Source: an optimization exercise on an open RTL-to-GDS flow (aim: small area, a short achievable clock period and few clock cycles per item). Production flows keep margins and buffers that such runs may drop. Only simulation tests tie the RTL to the original design; equivalence was not proved.

==> job 6237: inputs <==
// layer
module layer #(
    parameter integer WIDTH     = 16,
    parameter integer ACC_WIDTH = 22
)(
    input  logic              clk,
    input  logic              rst_n,
    input  logic              start,
    input  logic signed [WIDTH-1:0] x_in,
    output logic              ready,
    output logic              debug_bit,
    output logic signed [WIDTH-1:0]     y_out,
    output logic signed [ACC_WIDTH-1:0] acc_out
);
Settings: LEC_CHECK=0, CAP_MARGIN=20, CORE_MARGIN=2, CORE_UTILIZATION=40, SLEW_MARGIN=20; clock period 10.0 ns.
run.sh (not shown) runs the stock make flow with config.mk's settings and CLKGATE_MAP_FILE= SYNTH_SCRIPT=/design/flow/synth_recipe.tcl, a recipe that flattens the netlist after the stock synthesis.
==> inputs of job 3219, as changes to job 6237 <==
--- a/flow/config.mk
+++ b/flow/config.mk
@@ -8,4 +8,5 @@
 export CAP_MARGIN = 20
 export CORE_MARGIN = 2
 export CORE_UTILIZATION = 40
+export SETUP_SLACK_MARGIN = 5
 export SLEW_MARGIN = 20
==> summary of the runs <==
Job 6237 produced a clean layout. Job 3219 passed the timing, DRC and antenna checks.
Flip-flop and latch count is the same in job 3219 and job 6237.
In die area, job 6237 and job 3219 do not differ.
Non-clock buffer count: job 6237 is lower than job 3219 (140).
Core utilization: job 6237 is lower than job 3219 (4.6 points).
Synthesized cell count is the same in job 3219 and job 6237.
Of job 6237 and job 3219, job 3219 has the higher worst setup slack (gap 1.2 ns).
Testbench counts of job 6237, summed over its fixed seeds: cycles 7,688, items 384.
Testbench counts of job 3219, summed over its fixed seeds: cycles 7,688, items 384.

---

==> inputs of job 5568 <==
Another version of the RTL of layer (not shown whole).
## layer
module layer #(
    parameter integer WIDTH     = 16,
    parameter integer ACC_WIDTH = 22
)(
    input  logic              clk,
    input  logic              rst_n,
    input  logic              start,
    input  logic signed [WIDTH-1:0] x_in,
    output logic              ready,
    output logic              debug_bit,
    output logic signed [WIDTH-1:0]     y_out,
    output logic signed [ACC_WIDTH-1:0] acc_out
);
Settings: LEC_CHECK=0, CAP_MARGIN=20, CORE_MARGIN=2, CORE_UTILIZATION=40, CTS_BUF_LIST=sky130_fd_sc_hd__clkbuf_4 sky130_fd_sc_hd__clkbuf_8, SLEW_MARGIN=20, SYNTH_HIERARCHICAL=1, SYNTH_MINIMUM_KEEP_SIZE=0; clock period 10.0 ns.
standard.sh (not shown) runs the stock make flow with config.mk's settings and CLKGATE_MAP_FILE= SYNTH_SCRIPT=/design/flow/synth_recipe.tcl, a recipe that flattens the netlist after the stock synthesis.
==> flow/flow/run.sh <==
#!/bin/bash
# The standard layout (the standard.sh), in two parts:
#  1. the standard synthesis;
#  3. the rest of the standard flow, with timing repair aimed at a setup
#     slack margin of 5.7 ns. The SDC, clock period and I/O constraints are
#     unchanged.
set -euo pipefail
bash standard.sh synth > synth.log 2>&1
R=orfs/results/sky130hd/layer/base
openroad -no_init -exit flow/downsize.tcl > downsize.log 2>&1
bash standard.sh SETUP_SLACK_MARGIN=5.7 finish > standard.log 2>&1
==> flow/flow/downsize.tcl <==
set odb orfs/results/sky130hd/layer/base/1_synth.odb
read_db $odb
set db [ord::get_db]
set block [ord::get_db_block]
set to [$db findMaster sky130_fd_sc_hd__a22oi_1]
set n 0
foreach inst [$block getInsts] {
  if {[[$inst getMaster] getName] eq "sky130_fd_sc_hd__a22oi_2"} {
    $inst swapMaster $to
    incr n
  }
}
puts "downsized $n a22oi_2 to a22oi_1"
write_db $odb
==> inputs of job 730, as changes to job 5568 <==
==> flow/run.sh (new file) <==
#!/bin/bash
# synth_recipe.tcl (not shown) runs the flow's synth.tcl, then flattens the netlist and writes it again
# the make line also repeats each setting of config.mk as NAME=value (left out here)
make -C /OpenROAD-flow-scripts/flow DESIGN_CONFIG=/design/flow/config.mk WORK_HOME=/design/flow/orfs CLKGATE_MAP_FILE= SYNTH_SCRIPT=/design/flow/synth_recipe.tcl finish
ABC_CLOCK_PERIOD_IN_PS = 4000   (was not set)
CTS_BUF_LIST = not set   (was sky130_fd_sc_hd__clkbuf_4 sky130_fd_sc_hd__clkbuf_8)
SETUP_SLACK_MARGIN = 5   (was not set)
removed: flow/flow/run.sh
removed: flow/flow/downsize.tcl
removed: flow/standard.sh
==> comparison table <==
|  | job 5568 | job 730 |
|---|---|---|
| Result of the run | complete, no violations | complete, no violations |
| Maximum cell stage delay along the critical path | 570 ps | 660 ps |
| Post-detail-place hpwl | 42840 um | 44680 um |
| Fraction of final layout cells sized beyond drive strength 1 | 28.48% | 36.02% |
| Cts repair resizes | 172 | 77 |
| Area of placed instances | 0.02313 mm^2 | 0.02473 mm^2 |
| Worst setup slack after placement | 4554 ps | 4291 ps |
| Number of cells in the design after placement | 2769 | 2861 |
| Avg Cell Area, Syn | 10.21 um^2 | 10.97 um^2 |
| Clock latency reported for the late side of the worst-skew pair | 520 ps | 490 ps |
| Met3 layer usage reported by global route | 3.627% | 2.997% |
| Largest fanout on the critical path | 5 | 8 |
| Max-slew headroom | 38.71% | 26.88% |
| Worst clock skew | 24.86 ps | 21.24 ps |
| Detailed-route vias per instance | 5.729 | 5.547 |
| Number of combinational gates with multiple inputs | 1761 | 1760 |
| Register-to-Register Path Depth | 15 | 14 |
| Wire length of the first global-routing pass | 98080 um | 103100 um |
| WP buf/inv | 1 | 2 |
| Nets | 2812 | 2831 |
| Worst path setup slack after routing | 5022 ps | 4978 ps |
Testbench counts of job 5568, summed over its fixed seeds: cycles 7,688, items 384.
Testbench counts of job 730, summed over its fixed seeds: cycles 7,688, items 384.

---

==> inputs of job 3378 <==
Another version of the RTL of layer (not shown whole).
export LEC_CHECK = 0
export CAP_MARGIN = 20
export CORE_MARGIN = 2
export CORE_UTILIZATION = 40
export SETUP_SLACK_MARGIN = 5
export SLEW_MARGIN = 20
export SYNTH_HIERARCHICAL = 1
export SYNTH_MINIMUM_KEEP_SIZE = 0
create_clock -name core_clock -period 10.0 [get_ports {clk}]
run.sh (not shown) runs the stock make flow with config.mk's settings and CLKGATE_MAP_FILE= SYNTH_SCRIPT=/design/flow/synth_recipe.tcl, a recipe that flattens the netlist after the stock synthesis.
Stock flow here: none of the scripts above is used.
==> inputs of job 8502, as changes to job 3378 <==
==> flow/flow/run.sh (new file) <==
#!/bin/bash
# The standard layout (the standard.sh: ORFS synthesis to final layout),
# with timing repair aimed at a setup slack margin of 6.6 ns, i.e. paths of
# at most 3.4 ns; the SDC, clock period and I/O constraints are unchanged.
set -euo pipefail
bash standard.sh SETUP_SLACK_MARGIN=6.6 finish > standard.log 2>&1
==> flow/standard.sh (new file) <==
#!/bin/bash
# synth_recipe.tcl (not shown) runs the flow's synth.tcl, then flattens the netlist and writes it again
# the make line also repeats each setting of config.mk as NAME=value (left out here)
make -C /OpenROAD-flow-scripts/flow DESIGN_CONFIG=/design/flow/config.mk WORK_HOME=/design/flow/orfs CLKGATE_MAP_FILE= SYNTH_SCRIPT=/design/flow/synth_recipe.tcl "${@:-finish}"
SETUP_SLACK_MARGIN = unset   (was 5)
removed: flow/run.sh
==> reports/metrics.yaml <==
outcome:
  status: "finished clean"
setup_path:
  path_buf_inv: 4
  endpoint: "acc[14]"
global_route:
  met3_usage_pct: 2.78
clock_network:
  ctsResizeCount: 144
cells_and_area:
  nFillCells: 5832
  layout_common_cells: "355 x xnor2_1, 316 x a22oi_2, 230 x dfxtp_1, 206 x fa_1, 167 x buf_4"
min_path:
  hold_path_end: "x2[11]"
sta:
  fin_skew_ns: 0.0397
That was job 8502.
==> reports/metrics.yaml <==
cells_and_area:
  layout_common_cells: "372 x xnor2_1, 315 x a22oi_2, 304 x dfxtp_1, 284 x fa_1, 173 x ha_1"
sta:
  fin_skew_ns: 0.0227
min_path:
  hold_path_end: "x4[13]"
global_route:
  met3_usage_pct: 3.04
outcome:
  status: "finished clean"
setup_path:
  path_buf_inv: 3
clock_network:
  ctsResizeCount: 0
That was job 3378.
Testbench counts of job 3378, summed over its fixed seeds: cycles 8,840, items 384.
Testbench counts of job 8502, summed over its fixed seeds: cycles 8,840, items 384.

==> port drivers added, routing unchanged <==
How much do the figures lean on ideal ports? The routed layouts below were timed once more, with nothing changed but the port constraints.
Step 1 assumes that a clkbuf_16 drives the clock port and a buf_2 every other input.
Step 2, shift: input delay + t, output delay - t, t = (earliest + latest rising clock arrival at the registers) / 2. This alone moves slack from input paths to output paths.
Three values: ideal, step 1, step 2; two values: the first two.
run | t, ns | slack for setup (ns) | pins driven straight from the clock port
job 6237 | 0.611 | 3.563 / 3.563 / 3.563 | 1
job 3219 | 0.634 | 4.749 / 4.749 / 4.749 | 1
job 5568 | 0.563 | 5.022 / 5.022 / 5.022 | 1
job 730 | 0.535 | 4.978 / 4.978 / 4.978 | 1
job 3378 | 0.617 | 5.337 / 5.337 / 5.337 | 1
job 8502 | 0.607 | 6.055 / 6.055 / 6.055 | 1
After both steps setup and hold are still met in every run listed.
